This design comes from an exercise in tuning for small area, a short achievable clock period and few clock cycles on the open sky130 flow, not from production work. In this exercise RTL edits were held to simulation tests only and were not proved equivalent to the original. Power and IR drop assume default switching activity.

==> design.v <==
module Mips_machine (
	input clk,     
	input rst,     
	output [31:0] imem_addr,    
	input  [31:0] imem_rdata,   
	output [31:0] dmem_addr,    
	output [31:0] dmem_wdata,   
	output        dmem_we,      
	input  [31:0] dmem_rdata    
);
reg [31:0] rf [0:31];
reg [31:0] pc;
reg        r_valid;
reg [31:0] ir;
reg        r_pred;    
reg [31:0] r_alt;     
reg        x_wen;     
reg        x_lw;
reg        x_sw;
reg        x_br;      
reg        x_bne;
reg        x_pred;
reg [31:0] x_alt;
reg        x_imm;     
reg        x_add;
reg        x_sub;
reg        x_and;
reg        x_or;
reg        x_slt;
reg        x_fa;      
reg        x_fb;      
reg  [4:0] x_rd;
reg [31:0] x_a;
reg [31:0] x_b;
reg [15:0] x_i;
reg        m_wen;
reg        m_lw;
reg        m_sw;
reg        m_slt;     
reg        m_lt;
reg  [4:0] m_rd;
reg [31:0] m_res;     
reg [31:0] m_sd;      
wire [31:0] alu = m_slt ? {31'd0, m_lt} : m_res;
wire [31:0] wb  = m_lw ? dmem_rdata : alu;
assign dmem_addr  = m_res;
assign dmem_wdata = m_sd;
assign dmem_we    = m_sw;
always @(posedge clk)
  if (m_wen) rf[m_rd] <= wb;
wire [31:0] a = x_fa ? alu : x_a;
wire [31:0] b = x_fb ? alu : x_b;
wire [31:0] s_imm = a + {{16{x_i[15]}}, x_i};
wire [31:0] s_add = a + b;
wire [32:0] s_sub = {1'b0, a} - {1'b0, b};
wire [31:0] res = ({32{x_imm}} & s_imm)
                | ({32{x_add}} & s_add)
                | ({32{x_sub}} & s_sub[31:0])
                | ({32{x_and}} & (a & b))
                | ({32{x_or}}  & (a | b));
wire eq      = a == b;
wire mispred = x_br & ((x_bne ^ eq) != x_pred);
wire  [5:0] op  = ir[31:26];
wire  [4:0] rs  = ir[25:21];
wire  [4:0] rt  = ir[20:16];
wire  [4:0] rd  = ir[15:11];
wire  [5:0] fn  = ir[5:0];
wire is_r    = op == 6'h00;
wire is_addi = op == 6'h08;
wire is_lw   = op == 6'h23;
wire is_sw   = op == 6'h2B;
wire is_br   = op[5:1] == 5'b00010;
wire uses_rt = is_r | is_sw | is_br;
wire [31:0] hs = 32'd1 << rs;
wire [31:0] ht = 32'd1 << rt;
reg  [31:0] ra, rb;
integer k;
always @(*) begin
  ra = 32'd0;
  rb = 32'd0;
  for (k = 0; k < 32; k = k + 1) begin
    ra = ra | ({32{hs[k]}} & rf[k]);
    rb = rb | ({32{ht[k]}} & rf[k]);
  end
end
wire [31:0] va = (m_wen && m_rd == rs) ? wb : ra;
wire [31:0] vb = (m_wen && m_rd == rt) ? wb : rb;
wire stall = r_valid & x_lw & ((x_rd == rs) | (uses_rt & (x_rd == rt)));
wire r_go  = r_valid & ~stall & ~mispred;
wire [4:0] r_rd = is_r ? rd : rt;
wire [31:0] ins  = imem_rdata;
wire  [5:0] fop  = ins[31:26];
wire f_j    = fop == 6'h02;
wire f_br   = fop[5:1] == 5'b00010;               
wire f_pred = f_br & (fop[0] ^ (ins[25:21] == ins[20:16]));
wire [31:0] pc1  = pc + 32'd1;
wire [31:0] btgt = pc1 + {{16{ins[15]}}, ins[15:0]};
wire [31:0] jtgt = {pc1[31:26], ins[25:0]};
assign imem_addr = pc;
always @(posedge clk) begin
  if (!rst) begin
    pc      <= 32'd0;
    r_valid <= 1'b0;
    x_wen   <= 1'b0;
    x_lw    <= 1'b0;
    x_sw    <= 1'b0;
    x_br    <= 1'b0;
    m_wen   <= 1'b0;
    m_lw    <= 1'b0;
    m_sw    <= 1'b0;
  end else begin
    pc      <= mispred ? x_alt : stall ? pc : f_pred ? btgt : f_j ? jtgt : pc1;
    r_valid <= mispred ? 1'b0 : stall ? r_valid : 1'b1;
    x_wen   <= r_go & (is_r | is_addi | is_lw);
    x_lw    <= r_go & is_lw;
    x_sw    <= r_go & is_sw;
    x_br    <= r_go & is_br;
    m_wen   <= x_wen;
    m_lw    <= x_lw;
    m_sw    <= x_sw;
  end
  if (!stall) begin
    ir     <= ins;
    r_pred <= f_pred;
    r_alt  <= f_pred ? pc1 : btgt;
  end
  x_bne  <= op[0];
  x_pred <= r_pred;
  x_alt  <= r_alt;
  x_imm  <= ~is_r;
  x_add  <= is_r & ~fn[1] & ~fn[2];
  x_sub  <= is_r & fn[1];
  x_and  <= is_r & ~fn[1] & fn[2] & ~fn[0];
  x_or   <= is_r & ~fn[1] & fn[2] & fn[0];
  x_slt  <= is_r & fn[1] & fn[3];
  x_fa   <= x_wen & (x_rd == rs);
  x_fb   <= x_wen & (x_rd == rt);
  x_rd   <= r_rd;
  x_a    <= va;
  x_b    <= vb;
  x_i    <= ir[15:0];
  m_slt  <= x_slt;
  m_lt   <= s_sub[32];
  m_rd   <= x_rd;
  m_res  <= res;
  m_sd   <= b;
end
endmodule
==> run.sh <==
#!/bin/bash
# synth_recipe.tcl (not shown) runs the flow's synth.tcl, then flattens the netlist and writes it again
# the make line also repeats each setting of config.mk as NAME=value (left out here)
make -C /OpenROAD-flow-scripts/flow DESIGN_CONFIG=/design/flow/config.mk WORK_HOME=/design/flow/orfs CLKGATE_MAP_FILE= SYNTH_SCRIPT=/design/flow/synth_recipe.tcl finish
==> config.mk <==
export PLATFORM = sky130hd
export DESIGN_NAME = Mips_machine
export DESIGN_NICKNAME = Mips_machine
export VERILOG_FILES = /design/flow/design.v
export SDC_FILE = /design/flow/constraint.sdc
export NUM_CORES = 4
export LEC_CHECK = 0
export ABC_CLOCK_PERIOD_IN_PS = 3500
export CAP_MARGIN = 20
export CORE_MARGIN = 2
export CORE_UTILIZATION = 40
export SETUP_SLACK_MARGIN = 4.5
export SLEW_MARGIN = 20
==> constraint.sdc <==
create_clock -name core_clock -period 8.0 [get_ports {clk}]
set_input_delay 1.6000 -clock core_clock [delete_from_list [all_inputs] [get_ports {clk}]]
set_output_delay 1.6000 -clock core_clock [all_outputs]
set_load 0.01 [all_outputs]
==> run notes, run 1 <==
row count 144; Layout area overhead 22.9%; Setup crit start kind flop; first-pass GRT wire length 401,000 um; Yosys cell types 99; EDFF count, synth between 1,000 and 1,500; Cell Pwr Density 248 nW/um2; mux cell area share after synthesis 0.0208; Critical Path Max Stage Delay between 500 and 600 ps; Avg Cell Area, Syn 12.8 um2; Clock Sinks 1,327; Final Hold Viols 0; Max stage delay cell, worst path nand4_1; CTS Buf Count between 100 and 150; clk_skew 39.3 ps; syn nets 5,057; synthesized flop and latch total 1,327; IO Pins 163; Vias/cell around 7.4; Yosys top cell area share 0.529; maximum VDD drop 0.253 mV; vias in the first global route 51,200; # nets final 5,419; largest family of logic cells by synthesized area compound AO/OA/AOI/OAI gates; crit end category flop; critical path arrival ~4700 ps; total grt overflow 0; DRT Pass-1 Iters 7; crit path cell chain buf_12 -> buf_12 -> mux2i_4 -> ha_4 -> nand4b_1 -> nor4_4 -> nand4_1 -> xnor2_2 -> and2_4 -> nor2_4 -> o21ai_1 -> o21ba_4 -> nor4_4; initial antenna violation count 6; Max Cap Viol 0; setup violators final 0; largest area contributor in the netlist edfxtp_1; Total Routing Usage GR 0.363; Initial Util 0.402; Worst Max-Slew Pin Slew 1220 ps; Fillers 13,200; Yosys warnings 1; Synth Cell Area 61,800 um2; total power 18,800 uW; DR WL/cell 40.5 um; Post-route DRC 0; simple-gate area share of the yosys netlist 0.0738; Worst Hold Class reg2reg; clock root cell clkbuf_16; critical path type reg2reg; GP Congestion 0.940; Synth Area in Compound Gates 0.218; die area 158,000 um2; Async SR Flop Fraction 0; most frequent cells in the layout edfxtp_1, a221oi_1, a22o_1; Final min period 3950 ps; Worst Path Max Fanout 9; CP required 8700 ps; Die H 397 um; core area around 150,000 um2; Synth Instances 4,828; WL final a little under 300,000 um; most common cell after layout, fill and taps aside edfxtp_1; RSZ-0062 raised after global routing yes; fin util 0.494; Bufs on Longest Clock Path 3; Chip Width 397 um; Vias 54,200; Seq/Total Area, Yosys 0.606; clock-pin slew on the worst setup and hold paths 60 ps; top cells by area, synth edfxtp_1, dfxtp_1, a221oi_1; status finished clean; clock latency on the worst-skew pair between 800 and 900 ps; Lkg Pwr between 0.02 and 0.03 uW; Primary FF master, synth edfxtp_1; CTS tree built; Slew Viols, Final 0; Port Buf Inserts 162; number of routed nets with antenna violations 0; Slew HR 0.166; largest net degree at the start of global routing 72; post-synthesis adder-cell area fraction 0.0335; crit share post-route 0.494; post-DP HPWL between 150,000 and 200,000 um; share of layout cells above drive strength 1 0.213; Synth Area in XOR/XNOR 0.0163; H-tree depth 4; total negative setup slack 0 ps; DRT iter0 DRCs 11,800; fmax 253 MHz; Hold WS 334 ps
## stage by stage
step	instance area, um2	setup slack (ps)	std cells
2_1_floorplan	62100	4070	4828
3_3_place_gp	66700	2180	6858
3_5_place_dp	66700	2350	6858
4_1_cts	74000	4200	7236
5_1_grt	75900	3960	7343
6_report	76000	4050	7352
## worst max-delay path: cells and delay by family, from the launching register on
kind                     cells  cell delay, ps
flip-flops                   1             470
adder cells (fa/ha/maj)      1             230
XOR/XNOR                     1             360
AND/OR/NAND/NOR              6            1880
AO/OA/AOI/OAI                2             280
buffers and inverters        2             290
multiplexers                 1             300
## layout make-up
class                           count  area (um2)  area share
Clock inverter                     63         420     0.00553
Clock buffer                      184        3860      0.0508
Timing Repair Buffer              539        5150      0.0678
Tap cell                         2044        2560      0.0337
Multi-Input combinational cell   3016       25800       0.339
Antenna cell                       11        27.5    0.000362
Inverter                          168         646     0.00850
Sequential cell                  1327       37500       0.494
## kinds of logic (layout without fill, tap and decap cells)
group / after synthesis / in the layout
buffers and inverters: 485 / 954
AND/OR/NAND/NOR: 913 / 913
multiplexers: 123 / 123
adder cells (fa/ha/maj): 163 / 163
XOR/XNOR: 115 / 115
other: 0 / 11
AO/OA/AOI/OAI: 1702 / 1702
flip-flops: 1327 / 1327
## flip-flops by register name, indices dropped and copies added (netlist names), 5 cells and up
signal,cells
pc,32
x_i,16
x_a,32
m_rd,5
ir,32
rf,1024
x_b,32
x_alt,32
m_sd,32
r_alt,32
m_res,32
x_rd,5
## Yosys cell counts (all sizes together) (9+ instances only)
library cell     n
a211o           11
nand3b          15
o21a            18
a211oi          29
xor2            53
nand2          175
o22ai           12
nor2b           45
nor3           103
mux2            40
a221oi         525
mux2i           83
a22o           514
nand2b          29
a311oi           9
clkbuf         278
ha             159
inv            167
o21ai          153
and2            14
buf             38
xnor2           62
nor2           252
a21oi          211
o211ai          39
a221o           13
or3             18
a21o            42
or2             11
dfxtp          238
o2111ai         10
o221ai          15
nand3           50
o21bai          13
and3            17
edfxtp        1089
nor4            12
nand4          140
a31oi            9
o31ai           14
## final timing paths
check                           start     end  slack (ps)  cells past startpoint
worst max-delay path             x_fb  pc[22]        4050                     13
worst min-delay path            x_slt   m_slt         330                      0
worst max register to register   x_fb  pc[22]        4050                     13
worst min register to register  x_slt   m_slt         330                      0
## per-layer routing
metal | share of wire | up-vias | track usage
li1 | - | 20400 | -
met3 | 0.17 | 1466 | 0.165
met5 | 0.00058 | - | 0.00605
met4 | 0.083 | 8 | 0.234
met1 | 0.35 | 26600 | 0.461
met2 | 0.40 | 5762 | 0.496
## power by group
| group | internal [uW] | switching (uW) |
|---|---|---|
| registers | 8410 | 203 |
| clock network | 3460 | 2840 |
| logic | 1350 | 2550 |
## timing repair
item	CTS	global route
hold buffers	0	0
pin swaps	94	138
setup buffers	122	98
setup endpoints to repair	137	108
gates cloned	9	1
gates resized for setup	402	219
Testbench counts, summed over its fixed seeds: cycles 58,559.
==> run 2, diff against run 1 <==
--- a/design.v
+++ b/design.v
@@ -15,3 +15,2 @@
 reg        r_pred;    
-reg [31:0] r_alt;     
 reg        x_wen;     
@@ -29,4 +28,2 @@
 reg        x_slt;
-reg        x_fa;      
-reg        x_fb;      
 reg  [4:0] x_rd;
@@ -34,2 +31,4 @@
 reg [31:0] x_b;
+reg [31:0] x_fa;
+reg [31:0] x_fb;
 reg [15:0] x_i;
@@ -38,4 +37,2 @@
 reg        m_sw;
-reg        m_slt;     
-reg        m_lt;
 reg  [4:0] m_rd;
@@ -43,3 +40,3 @@
 reg [31:0] m_sd;      
-wire [31:0] alu = m_slt ? {31'd0, m_lt} : m_res;
+wire [31:0] alu = m_res;
 wire [31:0] wb  = m_lw ? dmem_rdata : alu;
@@ -50,4 +47,4 @@
   if (m_wen) rf[m_rd] <= wb;
-wire [31:0] a = x_fa ? alu : x_a;
-wire [31:0] b = x_fb ? alu : x_b;
+wire [31:0] a = x_a | x_fa;
+wire [31:0] b = x_b | x_fb;
 wire [31:0] s_imm = a + {{16{x_i[15]}}, x_i};
@@ -59,3 +56,4 @@
                 | ({32{x_and}} & (a & b))
-                | ({32{x_or}}  & (a | b));
+                | ({32{x_or}}  & (a | b))
+                | {31'd0, x_slt & s_sub[32]};
 wire eq      = a == b;
@@ -90,2 +88,6 @@
 wire [4:0] r_rd = is_r ? rd : rt;
+wire r_fa = x_wen & (x_rd == rs);
+wire r_fb = x_wen & (x_rd == rt);
+wire [15:0] boff = r_pred ? ~ir[15:0] : ir[15:0];
+wire [32:0] asum = {pc, 1'b1} + {{16{boff[15]}}, boff, r_pred};
 wire [31:0] ins  = imem_rdata;
@@ -96,3 +98,4 @@
 wire [31:0] pc1  = pc + 32'd1;
-wire [31:0] btgt = pc1 + {{16{ins[15]}}, ins[15:0]};
+wire [32:0] bsum = {pc, 1'b1} + {{16{ins[15]}}, ins[15:0], 1'b1};
+wire [31:0] btgt = bsum[32:1];
 wire [31:0] jtgt = {pc1[31:26], ins[25:0]};
@@ -124,3 +127,2 @@
     r_pred <= f_pred;
-    r_alt  <= f_pred ? pc1 : btgt;
   end
@@ -128,6 +130,6 @@
   x_pred <= r_pred;
-  x_alt  <= r_alt;
+  x_alt  <= asum[32:1];
   x_imm  <= ~is_r;
   x_add  <= is_r & ~fn[1] & ~fn[2];
-  x_sub  <= is_r & fn[1];
+  x_sub  <= is_r & fn[1] & ~fn[3];
   x_and  <= is_r & ~fn[1] & fn[2] & ~fn[0];
@@ -135,10 +137,8 @@
   x_slt  <= is_r & fn[1] & fn[3];
-  x_fa   <= x_wen & (x_rd == rs);
-  x_fb   <= x_wen & (x_rd == rt);
+  x_fa   <= {32{r_fa}} & res;
+  x_fb   <= {32{r_fb}} & res;
   x_rd   <= r_rd;
-  x_a    <= va;
-  x_b    <= vb;
+  x_a    <= {32{~r_fa}} & va;
+  x_b    <= {32{~r_fb}} & vb;
   x_i    <= ir[15:0];
-  m_slt  <= x_slt;
-  m_lt   <= s_sub[32];
   m_rd   <= x_rd;
--- a/config.mk
+++ b/config.mk
@@ -7,6 +7,6 @@
 export LEC_CHECK = 0
-export ABC_CLOCK_PERIOD_IN_PS = 3500
 export CAP_MARGIN = 20
 export CORE_MARGIN = 2
-export CORE_UTILIZATION = 40
+export CORE_UTILIZATION = 35
+export PLACE_DENSITY = 0.5
 export SETUP_SLACK_MARGIN = 4.5
==> run notes, run 2 <==
status finished clean (unchanged); top cells by count, synth edfxtp_1, a22oi_1, nor2_1 (was edfxtp_1, a221oi_1, a22o_1); initial antenna violation count 11 (was 6); Slew Viols, Final 0 (unchanged); Worst Path Max Fanout 16 (was 9); Yosys cell types 86 (was 99); Top delay family on crit path simple AND/OR/NAND/NOR gates (unchanged); top cells by area, synth edfxtp_1, dfxtp_1, a22oi_1 (was edfxtp_1, dfxtp_1, a221oi_1); worst hold stages 0 (unchanged); Primary FF master, synth edfxtp_1 (unchanged); die area 184,000 um2 (was 158,000 um2); total grt overflow 0 (unchanged); DRT iter0 DRCs 11,200 (was 11,800); crit share post-route 0.449 (was 0.494); H-tree depth 4 (unchanged); largest net degree at the start of global routing 65 (was 72); Initial Util 0.353 (was 0.402); Yosys warnings 1 (unchanged); Layout area overhead 20.9% (was 22.9%); Endpoint, Worst Hold m_rd[0] (was m_slt); critical path arrival 4250 ps (was 4650 ps); Cell Pwr Density 254 nW/um2 (was 248 nW/um2); Seq/Total Area, Yosys 0.598 (was 0.606); max reg flops 1,024 (unchanged); Synth Cell Area 63,100 um2 (was 61,800 um2); clock latency on the worst-skew pair 850 ps (was 820 ps); vias in the first global route 51,300 (was 51,200); Max Cap Viol 0 (unchanged); clock root cell clkbuf_16 (unchanged); Vias 54,400 (was 54,200); GP Congestion 0.938 (was 0.940); Lkg Pwr 0.0259 uW (was 0.0262 uW); total negative setup slack 0 ps (unchanged); r2r startpoint ir[21] (was x_fb); CP Buf/Inv Count 1 (was 2); Total Routing Usage GR 0.326 (was 0.363); maximum VDD drop 0.204 mV (was 0.253 mV); clock-pin slew on the worst setup and hold paths 60 ps (about the same); EDFF count, synth 1,057 (was 1,089); crit end category flop (unchanged); Bufs on Longest Clock Path 3 (unchanged); DR WL/cell 39.4 um (was 40.5 um); IO Pins 163 (unchanged); Clock Sinks 1,355 (was 1,327); clk_skew 36.5 ps (was 39.3 ps); share of layout cells above drive strength 1 0.176 (was 0.213); Synth Instances 5,181 (was 4,828); Final Hold Viols 0 (unchanged); CTS tree built (unchanged); fin util 0.427 (was 0.494); PnR worst setup slack 4410 ps (was 4050 ps); synthesized flop and latch total 1,355 (was 1,327); number of routed nets with antenna violations 0 (unchanged); core area 179,000 um2 (was 154,000 um2); Yosys top cell area share 0.503 (was 0.529); Reg2Reg Depth 8 (was 13); FF-to-FF setup slack 4410 ps (was 4050 ps); WL final 313,000 um (was 298,000 um); Hold Startpoint x_rd[0] (was x_slt); DRT Pass-1 Iters 10 (was 7); pre-CTS setup slack 3050 ps (was 2350 ps); Async SR Flop Fraction 0 (unchanged); syn nets 5,441 (was 5,057); Chip Width 429 um (was 397 um); most common cell after layout, fill and taps aside edfxtp_1 (unchanged); # nets final 5,728 (was 5,419); post-DP HPWL 180,000 um (was 159,000 um); crit path cell chain nand2b_2 -> nor2_4 -> buf_4 -> a22o_1 -> a221oi_1 -> nand4_1 -> nor3_1 -> a211oi_1 (was buf_12 -> buf_12 -> mux2i_4 -> ha_4 -> nand4b_1 -> nor4_4 -> nand4_1 -> xnor2_2 -> and2_4 -> nor2_4 -> o21ai_1 -> o21ba_4 -> nor4_4); dpl cells 7,562 (was 6,858); Critical Path Max Stage Delay 940 ps (was 530 ps); Max stage delay cell, worst path nor3_1 (was nand4_1); setup violators final 0 (unchanged); first-pass GRT wire length 419,000 um (was 401,000 um); Hold WS 400 ps (was 334 ps); Avg Cell Area, Syn 12.2 um2 (was 12.8 um2); fmax 278 MHz (was 253 MHz); Final min period 3590 ps (was 3950 ps); critical path type reg2reg (unchanged); Post-route DRC 0 (unchanged); row count 155 (was 144); Port Buf Inserts 162 (unchanged); RSZ-0062 raised after global routing yes (unchanged); most frequent cells in the layout edfxtp_1, a22oi_1, nor2_1 (was edfxtp_1, a221oi_1, a22o_1); Setup crit start kind flop (unchanged); Die H 429 um (was 397 um); Worst Hold Class reg2reg (unchanged); count leader, synth edfxtp_1 (unchanged); R2R Path End x_a[9] (was pc[22]); Slew HR 0.203 (was 0.166); largest area contributor in the netlist edfxtp_1 (unchanged); Biggest register rf (unchanged); CP required 8660 ps (was 8700 ps); Non-Filler Instances 7,944 (was 7,352); Worst Max-Slew Pin Slew 1200 ps (was 1220 ps); CTS Buf Count 148 (was 138); Vias/cell 6.85 (was 7.38)
run 2: changes by cell type after synthesis, sizes merged, moves of 60 or more:
cell | previous run | this run
a22o | 514 | 259
nand4 | 140 | 201
a211oi | 29 | 103
nor2 | 252 | 374
a22oi | 6 | 513
a221oi | 525 | 274
dfxtp | 238 | 298
mux2i | 83 | 10
run 2: worst max-delay path by stage:
| stage | slack (ps) | cells past startpoint | from | end |
|---|---|---|---|---|
| finish | 4410 | 8 | ir[21] | x_a[9] |
| global placement | 3070 | 14 | imem_rdata[0] | pc[30] |
| detailed placement | 3050 | 14 | imem_rdata[0] | pc[30] |
| floorplan | 4130 | 13 | imem_rdata[0] | pc[30] |
| CTS | 4500 | 9 | ir[24] | x_a[21] |
| global route | 4420 | 13 | x_fa[28] | pc[28] |
run 2: stage by stage:
stage / total power [uW] / area (um2)
global placement: 12000 / 68700
CTS: 19200 / 75000
floorplan: 10600 / 63200
finish: 19400 / 76300
global route: 19900 / 76300
detailed placement: 12000 / 68800
run 2: power by group:
group          switching [uW]  total, uW  internal [uW]
Sequential                131       8580           8450
Clock                    3080       7070           3990
Combinational            2540       3760           1220
Total                    5740      19400          13700
run 2: cells by family after synthesis:
family | after synthesis | share of synthesized area
compound gates | 1739 | 0.208
xor+xnor | 175 | 0.0243
fa+ha+maj | 194 | 0.0389
buf+inv | 472 | 0.0286
flops | 1355 | 0.598
mux | 45 | 0.00783
simple gates | 1201 | 0.0947
run 2: area by class of cell:
| class | instances | area (um2) |
|---|---|---|
| diodes | 4 | 10.0 |
| well taps | 2355 | 2950 |
| repair buffers | 456 | 4220 |
| clock inverters | 85 | 941 |
| inverters | 152 | 602 |
| fillers | 16600 | 103000 |
| flip-flops and latches | 1355 | 37800 |
| clock buffers | 182 | 3970 |
| multi-input cells | 3355 | 25800 |
run 2: routing by layer:
| layer | part of all wire | track usage |
|---|---|---|
| met5 | 0.00056 | 0.00703 |
| met4 | 0.071 | 0.188 |
| met3 | 0.14 | 0.105 |
| met2 | 0.41 | 0.468 |
| met1 | 0.38 | 0.430 |
run 2: timing repair:
action,CTS,global route
buffers inserted,57,49
pin swaps,50,60
gates cloned,3,2
hold buffers,0,0
endpoints found under the setup margin,188,120
gates resized for setup,203,172
Testbench counts of run 2, summed over its fixed seeds: cycles 58,559.
==> run 3, diff against run 2 <==
--- a/config.mk
+++ b/config.mk
@@ -10,2 +10,4 @@
 export CORE_UTILIZATION = 35
+export CTS_CLUSTER_DIAMETER = 80
+export CTS_CLUSTER_SIZE = 30
 export PLACE_DENSITY = 0.5
==> run notes, run 3 <==
clock root cell clkbuf_16 (unchanged); Cell Pwr Density 233 nW/um2 (was 254 nW/um2); Total Routing Usage GR 0.324 (was 0.326); critical path type reg2reg (unchanged); Setup crit start kind flop (unchanged); most common cell after layout, fill and taps aside edfxtp_1 (unchanged); post-DP HPWL 180,000 um (unchanged); Avg Cell Area, Syn 12.2 um2 (unchanged); CP required 8580 ps (was 8660 ps); Initial Util 0.353 (unchanged); Final Hold Viols 0 (unchanged); Vias 54,200 (was 54,400); pre-CTS setup slack 3050 ps (unchanged); IO Pins 163 (unchanged); crit end category flop (unchanged); Chip Width 429 um (unchanged); largest net degree at the start of global routing 65 (unchanged); synthesized flop and latch total 1,355 (unchanged); WL final 311,000 um (was 313,000 um); Worst Max-Slew Pin Slew 1210 ps (was 1200 ps); top cells by count, synth edfxtp_1, a22oi_1, nor2_1 (unchanged); count leader, synth edfxtp_1 (unchanged); Hold Startpoint x_rd[0] (unchanged); fmax 274 MHz (was 278 MHz); Hold-fix buffers, CTS 0 (unchanged); Final Instance Area 74,400 um2 (was 76,300 um2); Die H 429 um (unchanged); worst hold stages 0 (unchanged); Primary FF master, synth edfxtp_1 (unchanged); Async SR Flop Fraction 0 (unchanged); max reg flops 1,024 (unchanged); crit share post-route 0.457 (was 0.449); Worst Path Max Fanout 13 (was 16); R2R Path End x_a[18] (was x_a[9]); Slew Viols, Final 0 (unchanged); Reg2Reg Depth 8 (unchanged); Seq/Total Area, Yosys 0.598 (unchanged); DR WL/cell 39.8 um (was 39.4 um); placed instance area 68,800 um2 (unchanged); Final min period 3650 ps (was 3590 ps); row count 155 (unchanged); Layout area overhead 17.9% (was 20.9%); most frequent cells in the layout edfxtp_1, a22oi_1, nor2_1 (unchanged); # nets final 5,664 (was 5,728); EDFF count, synth 1,057 (unchanged); Lkg Pwr 0.0250 uW (was 0.0259 uW); PnR worst setup slack 4350 ps (was 4410 ps); H-tree depth 3 (was 4); clock-pin slew on the worst setup and hold paths 90 ps (was 60 ps); Slew HR 0.193 (was 0.203); Worst Hold Class reg2reg (unchanged); Fillers 16,700 (was 16,600); Synth Instances 5,181 (unchanged); RSZ-0062 raised after global routing yes (unchanged); number of routed nets with antenna violations 0 (unchanged); GP Congestion 0.938 (unchanged); total negative setup slack 0 ps (unchanged); Port Buf Inserts 162 (unchanged); initial antenna violation count 8 (was 11); Endpoint, Worst Hold m_rd[0] (unchanged); share of layout cells above drive strength 1 0.167 (was 0.176); Vias/cell 6.91 (was 6.85); syn nets 5,441 (unchanged); core area 179,000 um2 (unchanged); r2r startpoint ir[21] (unchanged); maximum VDD drop 0.226 mV (was 0.204 mV); Post-route DRC 0 (unchanged); Clock Sinks 1,355 (unchanged); status finished clean (unchanged); Synth Cell Area 63,100 um2 (unchanged); clk_skew 62.5 ps (was 36.5 ps); Max Cap Viol 0 (unchanged); Yosys top cell area share 0.503 (unchanged); CTS tree built (unchanged); top cells by area, synth edfxtp_1, dfxtp_1, a22oi_1 (unchanged); total grt overflow 0 (unchanged); Yosys warnings 1 (unchanged); setup violators final 0 (unchanged); largest area contributor in the netlist edfxtp_1 (unchanged); Bufs on Longest Clock Path 3 (unchanged); CTS Buf Count 81 (was 148); critical path arrival 4240 ps (was 4250 ps); Yosys cell types 86 (unchanged); first-pass GRT wire length 417,000 um (was 419,000 um); DRT Pass-1 Iters 8 (was 10); Biggest register rf (unchanged); DRT iter0 DRCs 11,100 (was 11,200); FF-to-FF setup slack 4350 ps (was 4410 ps); clock latency on the worst-skew pair 780 ps (was 850 ps); die area 184,000 um2 (unchanged); vias in the first global route 50,500 (was 51,300)
[run 3: timing repair]
item	CTS	global route
cloned	4	2
endpoints found under the setup margin	184	111
gates resized for setup	213	176
buffers inserted	59	49
endpoints found under the hold margin	0	0
pin swaps	55	75
[run 3: area by class of cell]
cell class	instances	area (um2)	area share
antenna	7	17.5	0.000235
clock buffer	87	2070	0.0278
clock inverter	62	902	0.0121
inverter	152	599	0.00805
multi-input combinational	3355	25900	0.348
sequential	1355	37700	0.507
tap	2355	2950	0.0396
timing repair buffer	459	4220	0.0567
[run 3: cell families after synthesis]
logic type	synth area share
buffers and inverters	0.0286
muxes	0.00783
AOI/OAI and AO/OA	0.208
adders and majority gates	0.0389
xor gates and xnor gates	0.0243
DFF	0.598
and+or+nand+nor	0.0947
[run 3: metrics by stage]
| step | hold slack (ps) | cells | power (uW) | util |
|---|---|---|---|---|
| after CTS | 404 | 7774 | 17100 | 0.409 |
| after global routing | 407 | 7828 | 17800 | 0.416 |
| after detailed placement | 389 | 7562 | 12000 | 0.384 |
| after global placement | 389 | 7560 | 12000 | 0.384 |
| final | 407 | 7832 | 17400 | 0.416 |
| after floorplan | 364 | 5181 | 10600 | - |
[run 3: critical path: stages (launching register included)]
cell and delay [ps]:
edfxtp_1 620, nand2b_2 500, nor2_4 670, buf_4 520, a22o_1 200, a221oi_1 50
nand4_1 170, nor3_1 90, a211oi_1 660
[run 3: worst max path at each step]
stage,start,end,slack (ps),depth (start not counted)
final,ir[21],x_a[18],4350,8
after global routing,imem_rdata[0],pc[28],4310,15
after CTS,pc[11],imem_addr[11],4450,1
after detailed placement,imem_rdata[0],pc[30],3050,14
after global placement,imem_rdata[0],pc[30],3070,14
after floorplan,imem_rdata[0],pc[30],4130,13
[run 3: per-layer routing]
layer | up-vias | GRT usage | routed length (um)
met5 | - | 0 | 46
li1 | 21200 | - | -
met2 | 4832 | 0.472 | 130000
met4 | 6 | 0.176 | 21300
met3 | 1091 | 0.0962 | 41900
met1 | 27000 | 0.433 | 118000
[run 3: report_power, final]
group          switching [uW]  internal [uW]
sequential                131           8440
clock                    2880           2160
combinational            2540           1220
==> run 4, diff against run 3 <==
--- a/design.v
+++ b/design.v
@@ -15,2 +15,4 @@
 reg        r_pred;    
+reg [31:0] r_hs;      
+reg [31:0] r_ht;      
 reg        x_wen;     
@@ -71,4 +73,4 @@
 wire uses_rt = is_r | is_sw | is_br;
-wire [31:0] hs = 32'd1 << rs;
-wire [31:0] ht = 32'd1 << rt;
+wire [31:0] hs = r_hs;
+wire [31:0] ht = r_ht;
 reg  [31:0] ra, rb;
@@ -124,2 +126,4 @@
   end
+  r_hs   <= 32'd1 << (stall ? rs : ins[25:21]);
+  r_ht   <= 32'd1 << (stall ? rt : ins[20:16]);
   if (!stall) begin
--- a/config.mk
+++ b/config.mk
@@ -10,4 +10,2 @@
 export CORE_UTILIZATION = 35
-export CTS_CLUSTER_DIAMETER = 80
-export CTS_CLUSTER_SIZE = 30
 export PLACE_DENSITY = 0.5
==> run notes, run 4 <==
Avg Cell Area, Syn 12.3 um2 (was 12.2 um2); Yosys warnings 1 (unchanged); Die H 433 um (was 429 um); Final min period 3450 ps (was 3650 ps); Hold WS 396 ps (was 407 ps); clock-pin slew on the worst setup and hold paths 60 ps (was 90 ps); total grt overflow 0 (unchanged); most common cell after layout, fill and taps aside edfxtp_1 (unchanged); Final Instance Area 76,300 um2 (was 74,400 um2); share of layout cells above drive strength 1 0.160 (was 0.167); largest area contributor in the netlist edfxtp_1 (unchanged); Layout area overhead 18.6% (was 17.9%); DRT Pass-1 Iters 14 (was 8); Max stage delay cell, worst path clkdlybuf4s50_1 (was nor2_4); post-synthesis adder-cell area fraction 0.0382 (was 0.0389); Slew Viols, Final 0 (unchanged); row count 157 (was 155); r2r startpoint m_wen (was ir[21]); core area 183,000 um2 (was 179,000 um2); simple-gate area share of the yosys netlist 0.0936 (was 0.0947); Setup crit start kind flop (unchanged); Synth Cell Area 64,300 um2 (was 63,100 um2); met1 Use GR 0.409 (was 0.433); Critical Path Max Stage Delay 580 ps (was 670 ps); crit end category primary output (was flop); crit path to imem_addr[13] (was x_a[18]); Vias/cell 6.63 (was 6.91); number of routed nets with antenna violations 0 (unchanged); mux cell area share after synthesis 0.00834 (was 0.00783); Synth Instances 5,241 (was 5,181); GP Congestion 0.956 (was 0.938); DRT iter0 DRCs 11,000 (was 11,100); clock root cell clkbuf_16 (unchanged); Vias 53,300 (was 54,200); FF-to-FF setup slack 4590 ps (was 4350 ps); # nets final 5,703 (was 5,664); Async SR Flop Fraction 0 (unchanged); Initial Util 0.352 (was 0.353); maximum VDD drop 0.249 mV (was 0.226 mV); Fillers 17,100 (was 16,700); Yosys top cell area share 0.493 (was 0.503); Max Cap Viol 0 (unchanged); CTS tree built (unchanged); CP Buf/Inv Count 1 (unchanged); Bufs on Longest Clock Path 3 (unchanged); count leader, synth edfxtp_1 (unchanged); Yosys cell types 95 (was 86); RSZ-0062 raised after global routing yes (unchanged); Hold-fix buffers, CTS 0 (unchanged); first-pass GRT wire length 414,000 um (was 417,000 um); R2R Path End rf[11][0] (was x_a[18]); fmax 290 MHz (was 274 MHz); met2 usage 0.473 (was 0.472); post-DP HPWL 176,000 um (was 180,000 um); Worst Hold Class reg2reg (unchanged); top cells by count, synth edfxtp_1, a22oi_1, nor2_1 (unchanged); top cells by area, synth edfxtp_1, dfxtp_1, a22oi_1 (unchanged); H-tree depth 4 (was 3); Primary FF master, synth edfxtp_1 (unchanged); critical path type reg2out (was reg2reg); clk_skew 57.5 ps (was 62.5 ps); Port Buf Inserts 162 (unchanged); clock latency on the worst-skew pair 850 ps (was 780 ps); total power 20,000 uW (was 17,400 uW); crit share post-route 0.431 (was 0.457); Top delay family on crit path buffers and inverters (was simple AND/OR/NAND/NOR gates); GRT busiest layer met2 (unchanged); max reg flops 1,024 (unchanged); syn nets 5,501 (was 5,441); setup violators final 0 (unchanged); die area 187,000 um2 (was 184,000 um2); status finished clean (unchanged); initial antenna violation count 9 (was 8); CP required 6400 ps (was 8580 ps); WP depth 1 (was 8); IO Pins 163 (unchanged); Post-route DRC 0 (unchanged); Total Routing Usage GR 0.320 (was 0.324); Reg2Reg Depth 3 (was 8); most frequent cells in the layout edfxtp_1, a22oi_1, nor2_1 (unchanged); Worst Path Max Fanout 8 (was 13); Synth Area in Compound Gates 0.201 (was 0.208); WL final 309,000 um (was 311,000 um); largest family of logic cells by synthesized area compound AO/OA/AOI/OAI gates (unchanged); critical path arrival 1850 ps (was 4240 ps); Chip Width 433 um (was 429 um); largest net degree at the start of global routing 78 (was 65); synthesized flop and latch total 1,419 (was 1,355); placed instance area 69,500 um2 (was 68,800 um2); vias in the first global route 51,100 (was 50,500); Slew HR 0.100 (was 0.193); crit path cell chain clkdlybuf4s50_1 (was nand2b_2 -> nor2_4 -> buf_4 -> a22o_1 -> a221oi_1 -> nand4_1 -> nor3_1 -> a211oi_1); Cell Pwr Density 261 nW/um2 (was 233 nW/um2); total negative setup slack 0 ps (unchanged); Clock Sinks 1,419 (was 1,355); CTS Buf Count 155 (was 81); Seq/Total Area, Yosys 0.606 (was 0.598); DR WL/cell 38.4 um (was 39.8 um); EDFF count, synth 1,057 (unchanged); Final Hold Viols 0 (unchanged); Biggest register rf (unchanged); Lkg Pwr 0.0261 uW (was 0.0250 uW); Synth Area in XOR/XNOR 0.0252 (was 0.0243); Worst Max-Slew Pin Slew 1340 ps (was 1210 ps); Setup crit start pc[13] (was ir[21]); met3 Resource Use GR 0.106 (was 0.0962)
[run 4: cell types whose count changed after synthesis, moves of 56 or more]
cell and change:
nor4_1 +56, nor3_1 -58, a22o_1 -124, nand4_1 -57, nand3_1 +116, dfxtp_1 +64, a22oi_1 +248, a221oi_1 -128
[run 4: cell families after synthesis]
| group | Yosys count |
|---|---|
| adder cells (fa/ha/maj) | 194 |
| flip-flops | 1419 |
| buffers and inverters | 465 |
| AND/OR/NAND/NOR | 1201 |
| AO/OA/AOI/OAI | 1728 |
| XOR/XNOR | 185 |
| multiplexers | 49 |
[run 4: layer usage]
| layer | up-vias | share of wire |
|---|---|---|
| met1 | 26400 | 0.37 |
| met3 | 1090 | 0.14 |
| met5 | - | 0.00024 |
| met2 | 4534 | 0.43 |
| li1 | 21300 | - |
| met4 | 10 | 0.067 |
[run 4: how the worst min path moves through the flow]
stage,from,to,slack (ps),depth (start not counted)
final,x_rd[3],m_rd[3],400,0
after global routing,x_rd[2],m_rd[2],410,0
after CTS,x_rd[4],m_rd[4],400,0
after floorplan,ir[10],x_i[10],370,0
after detailed placement,x_rd[4],m_rd[4],400,0
after global placement,x_rd[4],m_rd[4],400,0
[run 4: stage by stage]
step / util / cells / worst slack, ps
after floorplan: - / 5241 / 4250
after global placement: 0.380 / 7703 / 2650
after detailed placement: 0.380 / 7703 / 2690
after CTS: 0.412 / 8003 / 4450
after global routing: 0.417 / 8033 / 4440
final: 0.417 / 8039 / 4550
[run 4: cell type report]
type	instances	area, um2	share of cell area
inverters	160	639	0.00838
flip-flops and latches	1419	39100	0.513
repair inverters	1	8.76	0.000115
diodes	7	17.5	0.000230
clock inverters	96	973	0.0128
multi-input cells	3357	25200	0.330
clock buffers	186	4160	0.0545
repair buffers	349	3090	0.0405
well taps	2464	3080	0.0404
[run 4: report_power, final]
group / internal, uW / switching [uW] / leakage (uW)
sequential: 8770 / 164 / 0.0126
clock: 4130 / 3230 / 0.00250
combinational: 1200 / 2460 / 0.0110
[run 4: what timing repair did]
item | in CTS | in global routing
pin swaps | 31 | 48
gates cloned | 0 | 3
resized for setup | 153 | 150
buffers inserted | 18 | 24
endpoints found under the setup margin | 133 | 121
Testbench counts of run 4, summed over its fixed seeds: cycles 58,559.
==> run 5, diff against run 4 <==
--- a/config.mk
+++ b/config.mk
@@ -10,2 +10,4 @@
 export CORE_UTILIZATION = 35
+export CTS_CLUSTER_DIAMETER = 80
+export CTS_CLUSTER_SIZE = 25
 export PLACE_DENSITY = 0.5
==> run notes, run 5 <==
mux cell area share after synthesis 0.00834 (unchanged); Layout area overhead 15.7% (was 18.6%); Synth Area in XOR/XNOR 0.0252 (unchanged); total negative setup slack 0 ps (unchanged); Non-Filler Instances 7,924 (was 8,039); max reg flops 1,024 (unchanged); first-pass GRT wire length 412,000 um (was 414,000 um); Hold Startpoint x_rd[4] (was x_rd[3]); # nets final 5,641 (was 5,703); IO Pins 163 (unchanged); CTS tree built (unchanged); clk_skew 48.6 ps (was 57.5 ps); R2R Path End rf[11][10] (was rf[11][0]); Vias 53,000 (was 53,300); clock-pin slew on the worst setup and hold paths 100 ps (was 60 ps); Avg Cell Area, Syn 12.3 um2 (unchanged); critical path arrival 3880 ps (was 1850 ps); clock latency on the worst-skew pair 780 ps (was 850 ps); Slew Viols, Final 0 (unchanged); row count 157 (unchanged); Synth Instances 5,241 (unchanged); Yosys cell types 95 (unchanged); Reg2Reg Depth 3 (unchanged); Final Hold Viols 0 (unchanged); DRT iter0 DRCs 10,800 (was 11,000); Vias/cell 6.69 (was 6.63); GP Congestion 0.956 (unchanged); largest area contributor in the netlist edfxtp_1 (unchanged); crit end category flop (was primary output); fmax 286 MHz (was 290 MHz); total grt overflow 0 (unchanged); WP depth 3 (was 1); post-synthesis adder-cell area fraction 0.0382 (unchanged); setup violators final 0 (unchanged); Synth Cell Area 64,300 um2 (unchanged); post-DP HPWL 176,000 um (unchanged); sequential cell area 39,100 um2 (about the same); Endpoint, Worst Hold m_rd[4] (was m_rd[3]); Slew HR 0.117 (was 0.100); Max stage delay cell, worst path nor2_4 (was clkdlybuf4s50_1); H-tree depth 3 (was 4); synthesized flop and latch total 1,419 (unchanged); CP required 8390 ps (was 6400 ps); Worst Max-Slew Pin Slew 1310 ps (was 1340 ps); Initial Util 0.352 (unchanged); syn nets 5,501 (unchanged); Hold-fix buffers, CTS 0 (unchanged); die area 187,000 um2 (unchanged); crit path cell chain nand3_1 -> nor2_4 -> buf_4 (was clkdlybuf4s50_1); Chip Width 433 um (unchanged); share of layout cells above drive strength 1 0.151 (was 0.160); status finished clean (unchanged); WL final 307,000 um (was 309,000 um); Yosys warnings 1 (unchanged); Cell Pwr Density 241 nW/um2 (was 261 nW/um2); RSZ-0062 raised after global routing yes (unchanged); Lkg Pwr 0.0252 uW (was 0.0261 uW); most common cell after layout, fill and taps aside edfxtp_1 (unchanged); Fillers 17,200 (was 17,100); simple-gate area share of the yosys netlist 0.0936 (unchanged); Async SR Flop Fraction 0 (unchanged); DR WL/cell 38.8 um (was 38.4 um); Seq/Total Area, Yosys 0.606 (unchanged); crit share post-route 0.436 (was 0.431); number of routed nets with antenna violations 0 (unchanged); CTS Buf Count 88 (was 155); Port Buf Inserts 162 (unchanged); r2r startpoint m_wen (unchanged); CP Buf/Inv Count 1 (unchanged); Die H 433 um (unchanged); Primary FF master, synth edfxtp_1 (unchanged); clock root cell clkbuf_16 (unchanged); EDFF count, synth 1,057 (unchanged); Biggest register rf (unchanged); count leader, synth edfxtp_1 (unchanged); Critical Path Max Stage Delay 1030 ps (was 580 ps); Final min period 3490 ps (was 3450 ps); initial antenna violation count 7 (was 9); largest net degree at the start of global routing 78 (unchanged); maximum VDD drop 0.234 mV (was 0.249 mV); Max Cap Viol 0 (unchanged); Worst Path Max Fanout 22 (was 8); top cells by count, synth edfxtp_1, a22oi_1, nor2_1 (unchanged); multi-input logic area 25,300 um2 (was 25,200 um2); Synth Area in Compound Gates 0.201 (unchanged); Clock Sinks 1,419 (unchanged); most frequent cells in the layout edfxtp_1, a22oi_1, nor2_1 (unchanged); worst hold stages 0 (unchanged); Worst Hold Class reg2reg (unchanged); Total Routing Usage GR 0.318 (was 0.320); top cells by area, synth edfxtp_1, dfxtp_1, a22oi_1 (unchanged); largest family of logic cells by synthesized area compound AO/OA/AOI/OAI gates (unchanged); Bufs on Longest Clock Path 3 (unchanged); Post-route DRC 0 (unchanged); DRT Pass-1 Iters 8 (was 14); Setup crit start kind flop (unchanged); dpl cells 7,703 (unchanged); Top delay family on crit path simple AND/OR/NAND/NOR gates (was buffers and inverters); Yosys top cell area share 0.493 (unchanged); critical path type reg2reg (was reg2out); FF-to-FF setup slack 4510 ps (was 4590 ps); vias in the first global route 50,500 (was 51,100); core area 183,000 um2 (unchanged)
## run 5: cell counts after synthesis
Identical to the previous run, type by type.
## run 5: worst max-delay path by stage
stage,end,slack (ps),start
after global routing,x_alt[27],4460,r_pred
after CTS,pc[25],4420,imem_rdata[7]
after global placement,pc[31],2650,imem_rdata[15]
final,rf[11][10],4510,m_wen
after floorplan,pc[31],4250,imem_rdata[15]
after detailed placement,pc[31],2690,imem_rdata[15]
## run 5: repair_timing
action,CTS,global route
hold endpoints to repair,0,0
pin swaps,36,53
resized for setup,156,162
gates cloned,0,2
setup buffers,20,29
setup endpoints to repair,132,136
## run 5: stage by stage
stage | total power (uW) | worst slack, ps | util | hold WS [ps] | area (um2)
floorplan | 10900 | 4250 | - | 367 | 64500
global placement | 12400 | 2650 | 0.380 | 397 | 69500
detailed placement | 12400 | 2690 | 0.380 | 396 | 69500
CTS | 17700 | 4420 | 0.401 | 409 | 73400
global route | 18400 | 4460 | 0.407 | 416 | 74400
finish | 18000 | 4510 | 0.407 | 408 | 74400
## run 5: routing by layer
metal / up-vias / global-route usage / wire length (um)
li1: 21100 / - / -
met1: 26300 / 0.409 / 115000
met2: 4499 / 0.472 / 130000
met3: 1091 / 0.101 / 40800
met4: 16 / 0.176 / 21300
met5: - / 0 / 150
## run 5: layout make-up
cell class / count / area share
flip-flops and latches: 1419 / 0.526
clock inverters: 57 / 0.0111
inverters: 160 / 0.00859
well taps: 2464 / 0.0414
multi-input cells: 3357 / 0.340
clock buffers: 103 / 0.0313
diodes: 9 / 0.000303
repair buffers: 355 / 0.0419
## run 5: where the power goes
group | internal [uW] | switching (uW)
Clock | 2360 | 2980
Combinational | 1220 | 2470
Sequential | 8750 | 163
## run 5: logic make-up (layout without fill, tap and decap cells)
family	count (synthesis)	in the layout
compound gates	1728	1728
flops	1419	1419
simple gates	1201	1201
buf+inv	465	675
fa+ha+maj	194	194
xor+xnor	185	185
mux	49	49
other cells	0	9
==> run 6, diff against run 5 <==
==> flow/run.sh (new file) <==
#!/bin/bash
# The standard layout, with every input and output port buffered by a
# sky130_fd_sc_hd__buf_2 instead of the buffer the resizer picks by default.
set -euo pipefail
export BUFFER_PORTS_ARGS="-buffer_cell sky130_fd_sc_hd__buf_2"
bash standard.sh finish > standard.log 2>&1
==> standard.sh (new file) <==
#!/bin/bash
# synth_recipe.tcl (not shown) runs the flow's synth.tcl, then flattens the netlist and writes it again
# the make line also repeats each setting of config.mk as NAME=value (left out here)
make -C /OpenROAD-flow-scripts/flow DESIGN_CONFIG=/design/flow/config.mk WORK_HOME=/design/flow/orfs CLKGATE_MAP_FILE= SYNTH_SCRIPT=/design/flow/synth_recipe.tcl "${@:-finish}"
removed: run.sh
==> run notes, run 6 <==
Vias/cell 6.75 (was 6.69); met1 Use GR 0.418 (was 0.409); Max Cap Viol 0 (unchanged); Cell Pwr Density 239 nW/um2 (was 241 nW/um2); count leader, synth edfxtp_1 (unchanged); GRT busiest layer met2 (unchanged); crit share post-route 0.438 (was 0.436); EDFF count, synth 1,057 (unchanged); setup violators final 0 (unchanged); Setup crit start kind flop (unchanged); Synth Instances 5,241 (unchanged); Post-route DRC 0 (unchanged); Setup crit start m_wen (unchanged); die area 187,000 um2 (unchanged); clock-pin slew on the worst setup and hold paths 100 ps (about the same); syn nets 5,501 (unchanged); post-DP HPWL 171,000 um (was 176,000 um); Port Buf Inserts 162 (unchanged); GP Congestion 0.939 (was 0.956); Worst Max-Slew Pin Slew 1310 ps (about the same); Lkg Pwr 0.0249 uW (was 0.0252 uW); clock latency on the worst-skew pair 800 ps (was 780 ps); Clock Sinks 1,419 (unchanged); largest net degree at the start of global routing 58 (was 78); Die H 433 um (unchanged); Initial Util 0.352 (unchanged); DRT iter0 DRCs 11,200 (was 10,800); row count 157 (unchanged); Slew Viols, Final 0 (unchanged); clock root cell clkbuf_16 (unchanged); RSZ-0062 raised after global routing yes (unchanged); r2r startpoint m_wen (unchanged); DR WL/cell 38.6 um (was 38.8 um); CP required 8380 ps (was 8390 ps); most frequent cells in the layout edfxtp_1, a22oi_1, nor2_1 (unchanged); maximum VDD drop 0.263 mV (was 0.234 mV); synthesized flop and latch total 1,419 (unchanged); total power 17,500 uW (was 18,000 uW); Synth Cell Area 64,300 um2 (unchanged); Async SR Flop Fraction 0 (unchanged); top cells by area, synth edfxtp_1, dfxtp_1, a22oi_1 (unchanged); core area 183,000 um2 (unchanged); top cells by count, synth edfxtp_1, a22oi_1, nor2_1 (unchanged); # nets final 5,618 (was 5,641); DRT Pass-1 Iters 9 (was 8); fin util 0.399 (was 0.407); clk_skew 67.8 ps (was 48.6 ps); CTS Buf Count 83 (was 88); fmax 285 MHz (was 286 MHz); total negative setup slack 0 ps (unchanged); critical path type reg2reg (unchanged); Chip Width 433 um (unchanged); vias in the first global route 50,500 (about the same); Yosys top cell area share 0.493 (unchanged); crit end category flop (unchanged); met3 Resource Use GR 0.102 (was 0.101); share of layout cells above drive strength 1 0.168 (was 0.151); Hold Startpoint x_rd[2] (was x_rd[4]); Fillers 17,300 (was 17,200); IO Pins 163 (unchanged); Yosys cell types 95 (unchanged); Vias 53,300 (was 53,000); Slew HR 0.130 (was 0.117); Yosys warnings 1 (unchanged); Biggest register rf (unchanged); Total Routing Usage GR 0.315 (was 0.318); Final Hold Viols 0 (unchanged); Primary FF master, synth edfxtp_1 (unchanged); critical path arrival 3890 ps (was 3880 ps); Bufs on Longest Clock Path 3 (unchanged); largest area contributor in the netlist edfxtp_1 (unchanged); Worst Path Max Fanout 17 (was 22); Layout area overhead 13.3% (was 15.7%); CTS tree built (unchanged); first-pass GRT wire length 410,000 um (was 412,000 um); total grt overflow 0 (unchanged); Seq/Total Area, Yosys 0.606 (unchanged); Final min period 3500 ps (was 3490 ps); met2 usage 0.459 (was 0.472); number of routed nets with antenna violations 0 (unchanged); most common cell after layout, fill and taps aside edfxtp_1 (unchanged); status finished clean (unchanged); initial antenna violation count 16 (was 7); Worst Hold Class reg2reg (unchanged); WL final 305,000 um (was 307,000 um); Hold-fix buffers, CTS 0 (unchanged); max reg flops 1,024 (unchanged); Avg Cell Area, Syn 12.3 um2 (unchanged); H-tree depth 3 (unchanged)
==> run 6: cell count changes in the layout (fill, tap and decap cells not counted), moves of 10 or more <==
cell / previous run / this run
dfxtp_1: 266 / 296
buf_4: 185 / 169
dfxtp_4: 10 / 0
buf_2: 1 / 161
dfxtp_2: 86 / 66
clkdlybuf4s50_1: 137 / 0
==> run 6: layout make-up <==
type,count,area [um2],area share
Timing Repair Buffer,337,2170,0.0297
Inverter,160,617,0.00846
Tap cell,2464,3080,0.0423
Multi-Input combinational cell,3357,25100,0.344
Antenna cell,5,12.5,0.000172
Sequential cell,1419,39100,0.536
Clock inverter,53,678,0.00930
Clock buffer,97,2160,0.0296
==> run 6: metrics by stage <==
stage          hold slack (ps)  std cells  instance area [um2]  setup WS (ps)
2_1_floorplan              367       5241                64500           4250
3_3_place_gp               403       7700                68700           3460
3_5_place_dp               400       7700                68700           3570
4_1_cts                    409       7864                72000           4480
5_1_grt                    416       7889                72900           4420
6_report                   410       7892                72900           4500
==> run 6: power by group <==
group / internal (uW) / total, uW / switching [uW]
Clock: 2130 / 5010 / 2880
Sequential: 8750 / 8920 / 165
Combinational: 1090 / 3530 / 2440
Total: 12000 / 17500 / 5490
==> run 6: path summary, 6_finish.rpt <==
| kind | to | slack [ps] | cells past startpoint |
|---|---|---|---|
| min | m_rd[2] | 410 | 0 |
| max | rf[15][6] | 4500 | 3 |
| min reg2reg | m_rd[2] | 410 | 0 |
| max reg2reg | rf[15][6] | 4500 | 3 |
==> run 6: worst max-delay path, cell delays in order (launching register included) <==
cell     delay, ps
dfxtp_1        560
nand3_1        690
nor2_4        1190
buf_4          640
==> run 6: cells by family (layout without fill, tap and decap cells) <==
group	count (synthesis)	count (layout)	share of synthesized area
compound gates	1728	1728	0.201
xor+xnor	185	185	0.0252
buf+inv	465	647	0.0278
flops	1419	1419	0.606
simple gates	1201	1201	0.0936
fa+ha+maj	194	194	0.0382
mux	49	49	0.00834
other cells	0	5	0
==> run 6: repair_timing <==
item / in CTS / in global routing
resized for setup: 83 / 124
pin swaps: 26 / 48
gates cloned: 0 / 0
setup endpoints to repair: 149 / 125
setup buffers: 14 / 22
==> run 6: layer usage <==
layer / vias up / part of all wire
met5: - / 0.00041
met4: 16 / 0.063
met3: 1002 / 0.14
met2: 4733 / 0.42
met1: 26500 / 0.38
li1: 21000 / -
==> run 7, diff against run 6 <==
--- a/config.mk
+++ b/config.mk
@@ -9,6 +9,6 @@
 export CORE_MARGIN = 2
-export CORE_UTILIZATION = 35
+export CORE_UTILIZATION = 45
 export CTS_CLUSTER_DIAMETER = 80
 export CTS_CLUSTER_SIZE = 25
-export PLACE_DENSITY = 0.5
+export PLACE_DENSITY = 0.65
 export SETUP_SLACK_MARGIN = 4.5
==> run notes, run 7 <==
Post-route DRC 0 (unchanged); total power 16,800 uW (was 17,500 uW); Seq/Total Area, Yosys 0.606 (unchanged); core area 142,000 um2 (was 183,000 um2); Max stage delay cell, worst path nor2_4 (unchanged); synthesized flop and latch total 1,419 (unchanged); Biggest register rf (unchanged); clock root cell clkbuf_16 (unchanged); EDFF count, synth 1,057 (unchanged); H-tree depth 3 (unchanged); maximum VDD drop 0.252 mV (was 0.263 mV); Async SR Flop Fraction 0 (unchanged); top cells by count, synth edfxtp_1, a22oi_1, nor2_1 (unchanged); vias in the first global route 50,200 (was 50,500); Primary FF master, synth edfxtp_1 (unchanged); clk_skew 35.7 ps (was 67.8 ps); RSZ-0062 raised after global routing yes (unchanged); first-pass GRT wire length 379,000 um (was 410,000 um); Bufs on Longest Clock Path 3 (unchanged); Final min period 3470 ps (was 3500 ps); Synth Cell Area 64,300 um2 (unchanged); Top delay family on crit path simple AND/OR/NAND/NOR gates (unchanged); post-DP HPWL 157,000 um (was 171,000 um); critical path type reg2reg (unchanged); Reg2Reg Depth 3 (unchanged); number of routed nets with antenna violations 0 (unchanged); CTS tree built (unchanged); total grt overflow 0 (unchanged); crit end category flop (unchanged); initial antenna violation count 10 (was 16); largest net degree at the start of global routing 72 (was 58); Slew HR 0.163 (was 0.130); Clock Sinks 1,419 (unchanged); DRT Pass-1 Iters 13 (was 9); total negative setup slack 0 ps (unchanged); Cell Pwr Density 235 nW/um2 (was 239 nW/um2); Worst Path Max Fanout 21 (was 17); Final Instance Area 71,500 um2 (was 72,900 um2); crit share post-route 0.434 (was 0.438); share of layout cells above drive strength 1 0.158 (was 0.168); Lkg Pwr 0.0246 uW (was 0.0249 uW); Slew Viols, Final 0 (unchanged); Avg Cell Area, Syn 12.3 um2 (unchanged); Total Routing Usage GR 0.366 (was 0.315); Vias/cell 7.38 (was 6.75); Port Buf Inserts 162 (unchanged); syn nets 5,501 (unchanged); Yosys cell types 95 (unchanged); Worst Max-Slew Pin Slew 1250 ps (was 1310 ps); Worst Hold Class reg2reg (unchanged); Max Cap Viol 0 (unchanged); top cells by area, synth edfxtp_1, dfxtp_1, a22oi_1 (unchanged); DR WL/cell 38.1 um (was 38.6 um); clock latency on the worst-skew pair 740 ps (was 800 ps); Layout area overhead 11.2% (was 13.3%); # nets final 5,607 (was 5,618); critical path arrival 3800 ps (was 3890 ps); CTS Buf Count 74 (was 83); WP depth 3 (unchanged); Chip Width 382 um (was 433 um); Die H 382 um (was 433 um); CP Buf/Inv Count 1 (unchanged); die area 146,000 um2 (was 187,000 um2); most frequent cells in the layout edfxtp_1, a22oi_1, nor2_1 (unchanged); worst hold stages 0 (unchanged); largest area contributor in the netlist edfxtp_1 (unchanged); Initial Util 0.454 (was 0.352); DRT iter0 DRCs 11,600 (was 11,200); Yosys top cell area share 0.493 (unchanged); Yosys warnings 1 (unchanged); Final Hold Viols 0 (unchanged); status finished clean (unchanged); count leader, synth edfxtp_1 (unchanged); fmax 288 MHz (was 285 MHz); Vias 53,900 (was 53,300); GP Congestion 0.998 (was 0.939); setup violators final 0 (unchanged); clock-pin slew on the worst setup and hold paths 100 ps (about the same); WL final 278,000 um (was 305,000 um); row count 138 (was 157); Setup crit start kind flop (unchanged); max reg flops 1,024 (unchanged); crit path cell chain nand3b_1 -> nor2_4 -> buf_4 (was nand3_1 -> nor2_4 -> buf_4); most common cell after layout, fill and taps aside edfxtp_1 (unchanged); Critical Path Max Stage Delay 1100 ps (was 1190 ps); placed instance area 67,900 um2 (was 68,700 um2); Synth Instances 5,241 (unchanged); CP required 8330 ps (was 8380 ps); IO Pins 163 (unchanged)
## run 7: power by group
| part | switching, uW | total, uW | internal [uW] |
|---|---|---|---|
| logic | 2390 | 3480 | 1090 |
| registers | 168 | 8920 | 8750 |
| clock network | 2550 | 4440 | 1890 |
## run 7: cell families (layout without fill, tap and decap cells)
family / Yosys count / in the layout / synth area share
and+or+nand+nor: 1201 / 1201 / 0.0936
xor gates and xnor gates: 185 / 185 / 0.0252
buffers and inverters: 465 / 622 / 0.0278
DFF: 1419 / 1419 / 0.606
adders and majority gates: 194 / 194 / 0.0382
AOI/OAI and AO/OA: 1728 / 1728 / 0.201
muxes: 49 / 49 / 0.00834
other: 0 / 14 / 0
## run 7: path summary, 6_finish.rpt
path	startpoint	to	slack (ps)
max reg2reg	m_wen	rf[26][4]	4530
max	m_wen	rf[26][4]	4530
min reg2reg	x_rd[2]	m_rd[2]	400
min	x_rd[2]	m_rd[2]	400
## run 7: per-stage QoR
step | setup WS, ps | hold slack [ps] | util | std cells
after global routing | 4440 | 407 | 0.504 | 7292
after CTS | 4360 | 400 | 0.498 | 7258
after global placement | 3500 | 387 | 0.479 | 7116
after floorplan | 4250 | 367 | - | 5241
final | 4530 | 401 | 0.505 | 7302
after detailed placement | 3580 | 386 | 0.479 | 7116
## run 7: repair_timing
item / in CTS / in global routing
setup buffers: 15 / 26
gates resized for setup: 61 / 113
cloned: 0 / 0
hold buffers: 0 / 0
pin swaps: 25 / 35
setup endpoints to repair: 119 / 156
## run 7: layout make-up
| type | count | area, um2 |
|---|---|---|
| fill | 12200 | 70200 |
| sequential | 1419 | 39100 |
| multi-input combinational | 3357 | 24900 |
| tap | 1890 | 2360 |
| timing repair buffer | 335 | 2160 |
| clock buffer | 103 | 2060 |
| inverter | 160 | 613 |
| clock inverter | 24 | 302 |
| antenna | 14 | 35.0 |
## run 7: per-layer routing
metal  up-vias  share of wire  GRT usage
met5         -         0.0010     0.0152
met1     25900           0.35      0.465
met3      1515           0.17      0.155
met2      5530           0.40      0.517
li1      21000              -          -
met4         9          0.082      0.219
==> run 8, diff against run 7 <==
--- a/config.mk
+++ b/config.mk
@@ -9,6 +9,6 @@
 export CORE_MARGIN = 2
-export CORE_UTILIZATION = 45
+export CORE_UTILIZATION = 55
 export CTS_CLUSTER_DIAMETER = 80
 export CTS_CLUSTER_SIZE = 25
-export PLACE_DENSITY = 0.65
+export PLACE_DENSITY = 0.75
 export SETUP_SLACK_MARGIN = 4.5
==> run notes, run 8 <==
status finished clean (unchanged); Worst Hold Class reg2reg (unchanged); Final min period 3480 ps (was 3470 ps); clock latency on the worst-skew pair 720 ps (was 740 ps); Worst Max-Slew Pin Slew 1440 ps (was 1250 ps); pre-CTS setup slack 3510 ps (was 3580 ps); EDFF count, synth 1,057 (unchanged); Vias 54,700 (was 53,900); most frequent cells in the layout edfxtp_1, a22oi_1, nor2_1 (unchanged); IO Pins 163 (unchanged); largest area contributor in the netlist edfxtp_1 (unchanged); PnR worst setup slack 4520 ps (was 4530 ps); row count 125 (was 138); Slew Viols, Final 0 (unchanged); Port Buf Inserts 162 (unchanged); GP Congestion 0.990 (was 0.998); Worst Path Max Fanout 21 (unchanged); count leader, synth edfxtp_1 (unchanged); Max Cap Viol 0 (unchanged); syn nets 5,501 (unchanged); Yosys cell types 95 (unchanged); total grt overflow 0 (unchanged); Async SR Flop Fraction 0 (unchanged); Avg Cell Area, Syn 12.3 um2 (unchanged); CTS tree built (unchanged); DRT iter0 DRCs 13,000 (was 11,600); Bufs on Longest Clock Path 3 (unchanged); vias in the first global route 51,000 (was 50,200); crit end category flop (unchanged); maximum VDD drop 0.244 mV (was 0.252 mV); Yosys top cell area share 0.493 (unchanged); setup violators final 0 (unchanged); Vias/cell 7.89 (was 7.38); Slew HR 0.0304 (was 0.163); Die H 346 um (was 382 um); crit path cell chain buf_8 -> ha_4 -> a21o_1 -> a21o_1 -> a21oi_4 -> o221ai_1 -> or4_4 -> o2111ai_4 -> a2111oi_2 -> nor3b_2 -> xor2_1 -> a21oi_1 (was nand3b_1 -> nor2_4 -> buf_4); Fillers 8,996 (was 12,200); core area 116,000 um2 (was 142,000 um2); largest net degree at the start of global routing 65 (was 72); Synth Instances 5,241 (unchanged); Yosys warnings 1 (unchanged); Synth Cell Area 64,300 um2 (unchanged); most common cell after layout, fill and taps aside edfxtp_1 (unchanged); Max stage delay cell, worst path or4_4 (was nor2_4); Final Hold Viols 0 (unchanged); Cell Pwr Density 234 nW/um2 (was 235 nW/um2); critical path type in2reg (was reg2reg); post-DP HPWL 148,000 um (was 157,000 um); Post-route DRC 0 (unchanged); Clock Sinks 1,419 (unchanged); Chip Width 346 um (was 382 um); Biggest register rf (unchanged); initial antenna violation count 12 (was 10); Setup crit start kind input port (was flop); Seq/Total Area, Yosys 0.606 (unchanged); H-tree depth 3 (unchanged); CP required 8580 ps (was 8330 ps); Primary FF master, synth edfxtp_1 (unchanged); DRT Pass-1 Iters 17 (was 13); clk_skew 43.4 ps (was 35.7 ps); synthesized flop and latch total 1,419 (unchanged); Lkg Pwr 0.0245 uW (was 0.0246 uW); die area 120,000 um2 (was 146,000 um2); # nets final 5,602 (was 5,607); sequential cell area 39,100 um2 (about the same); multi-input logic area 24,900 um2 (about the same); RSZ-0062 raised after global routing yes (unchanged); Critical Path Max Stage Delay 480 ps (was 1100 ps); fmax 288 MHz (about the same); DR WL/cell 38.6 um (was 38.1 um); first-pass GRT wire length 367,000 um (was 379,000 um); Worst path most repeated cell a21o_1; CTS Buf Count 71 (was 74); share of layout cells above drive strength 1 0.154 (was 0.158); Hold-fix buffers, CTS 0 (unchanged); clock-pin slew on the worst setup and hold paths 90 ps (was 100 ps); Initial Util 0.554 (was 0.454); top cells by count, synth edfxtp_1, a22oi_1, nor2_1 (unchanged); clock root cell clkbuf_16 (unchanged); max reg flops 1,024 (unchanged); total negative setup slack 0 ps (unchanged); WL final 268,000 um (was 278,000 um); top cells by area, synth edfxtp_1, dfxtp_1, a22oi_1 (unchanged); critical path arrival 4060 ps (was 3800 ps); Total Routing Usage GR 0.430 (was 0.366); number of routed nets with antenna violations 0 (unchanged); crit share post-route 0.435 (was 0.434); Layout area overhead 10.1% (was 11.2%)
run 8: layout make-up:
type / instances / share of cell area
Tap cell: 1524 / 0.0269
Clock inverter: 18 / 0.00311
Timing Repair Buffer: 333 / 0.0302
Clock buffer: 99 / 0.0275
Antenna cell: 20 / 0.000707
Multi-Input combinational cell: 3357 / 0.351
Sequential cell: 1419 / 0.552
Inverter: 160 / 0.00868
run 8: power breakdown:
part	internal (uW)	switching, uW
clock network	1800	2440
registers	8750	142
logic	1070	2380
run 8: logic make-up after synthesis:
logic type | after synthesis | synth area share
AO/OA/AOI/OAI | 1728 | 0.201
XOR/XNOR | 185 | 0.0252
adder cells (fa/ha/maj) | 194 | 0.0382
buffers and inverters | 465 | 0.0278
flip-flops | 1419 | 0.606
multiplexers | 49 | 0.00834
AND/OR/NAND/NOR | 1201 | 0.0936
run 8: path summary, 6_finish.rpt:
path / start / endpoint / slack (ps) / depth (start not counted)
setup / recovery: imem_rdata[15] / pc[31] / 4520 / 12
hold / removal: x_rd[3] / m_rd[3] / 400 / 0
setup reg to reg: x_b[4] / x_fb[23] / 4520 / 12
hold reg to reg: x_rd[3] / m_rd[3] / 400 / 0
run 8: critical path, delay by kind of cell:
kind,cells,cell delay (ps)
compound gates,7,1150
buf+inv,1,170
xor+xnor,1,160
simple gates,2,710
fa+ha+maj,1,250
run 8: layer usage:
layer | vias up | wire length, um | GRT usage
met5 | - | 302 | 0.0152
li1 | 21000 | - | -
met2 | 5978 | 106000 | 0.597
met1 | 25800 | 86900 | 0.526
met4 | 16 | 26600 | 0.297
met3 | 1873 | 47900 | 0.204
run 8: metrics by stage:
stage                     hold slack, ps   util  power, uW  instances  area (um2)
after floorplan                      367      -      10900       5241       64500
after global placement               386  0.581      12000       6755       67400
after detailed placement             382  0.581      12100       6755       67400
after CTS                            395  0.603      16200       6890       70000
after global routing                 402  0.610      16900       6913       70800
final                                396  0.610      16600       6930       70800
run 8: timing repair:
action	in CTS	in global routing
endpoints found under the setup margin	129	134
pin swaps	20	46
endpoints found under the hold margin	0	0
buffers inserted	18	20
gates resized for setup	48	119
cloned	0	0

-- what the ideal ports hide --
How much do the figures lean on ideal ports? The routed layouts below were timed once more, with nothing changed but the port constraints. Step 1 (the two cells are an assumption about what drives the block):
set clk [get_ports {clk}]
set_driving_cell -lib_cell sky130_fd_sc_hd__clkbuf_16 $clk
set_driving_cell -lib_cell sky130_fd_sc_hd__buf_2 [delete_from_list [all_inputs] $clk]
Step 2 also shifts input and output timing later by t, the mid clock arrival at the registers, as if the neighbouring blocks saw the same clock. a / b / c = ideal / step 1 / step 2; a / b = the first two.
run	t (ns)	setup WS [ns]	latest minus earliest clock arrival (ns)
run 1	0.880	4.046 / 4.046 / 3.432	0.046 / 0.046
run 2	0.908	4.408 / 4.408 / 3.700	0.048 / 0.048
run 3	0.842	4.346 / 4.346 / 3.602	0.069 / 0.069
run 4	0.914	4.552 / 4.453 / 3.767	0.066 / 0.066
run 5	0.860	4.509 / 4.480 / 3.808	0.063 / 0.062
run 6	0.861	4.497 / 4.497 / 3.831	0.079 / 0.079
run 7	0.802	4.531 / 4.531 / 3.828	0.056 / 0.057
run 8	0.766	4.523 / 4.519 / 3.753	0.047 / 0.048
After both steps setup and hold are still met in every run listed. For run 4, which loses most, drivers alone change the setup slack by -0.099 ns; drivers and shift together by -0.785 ns.
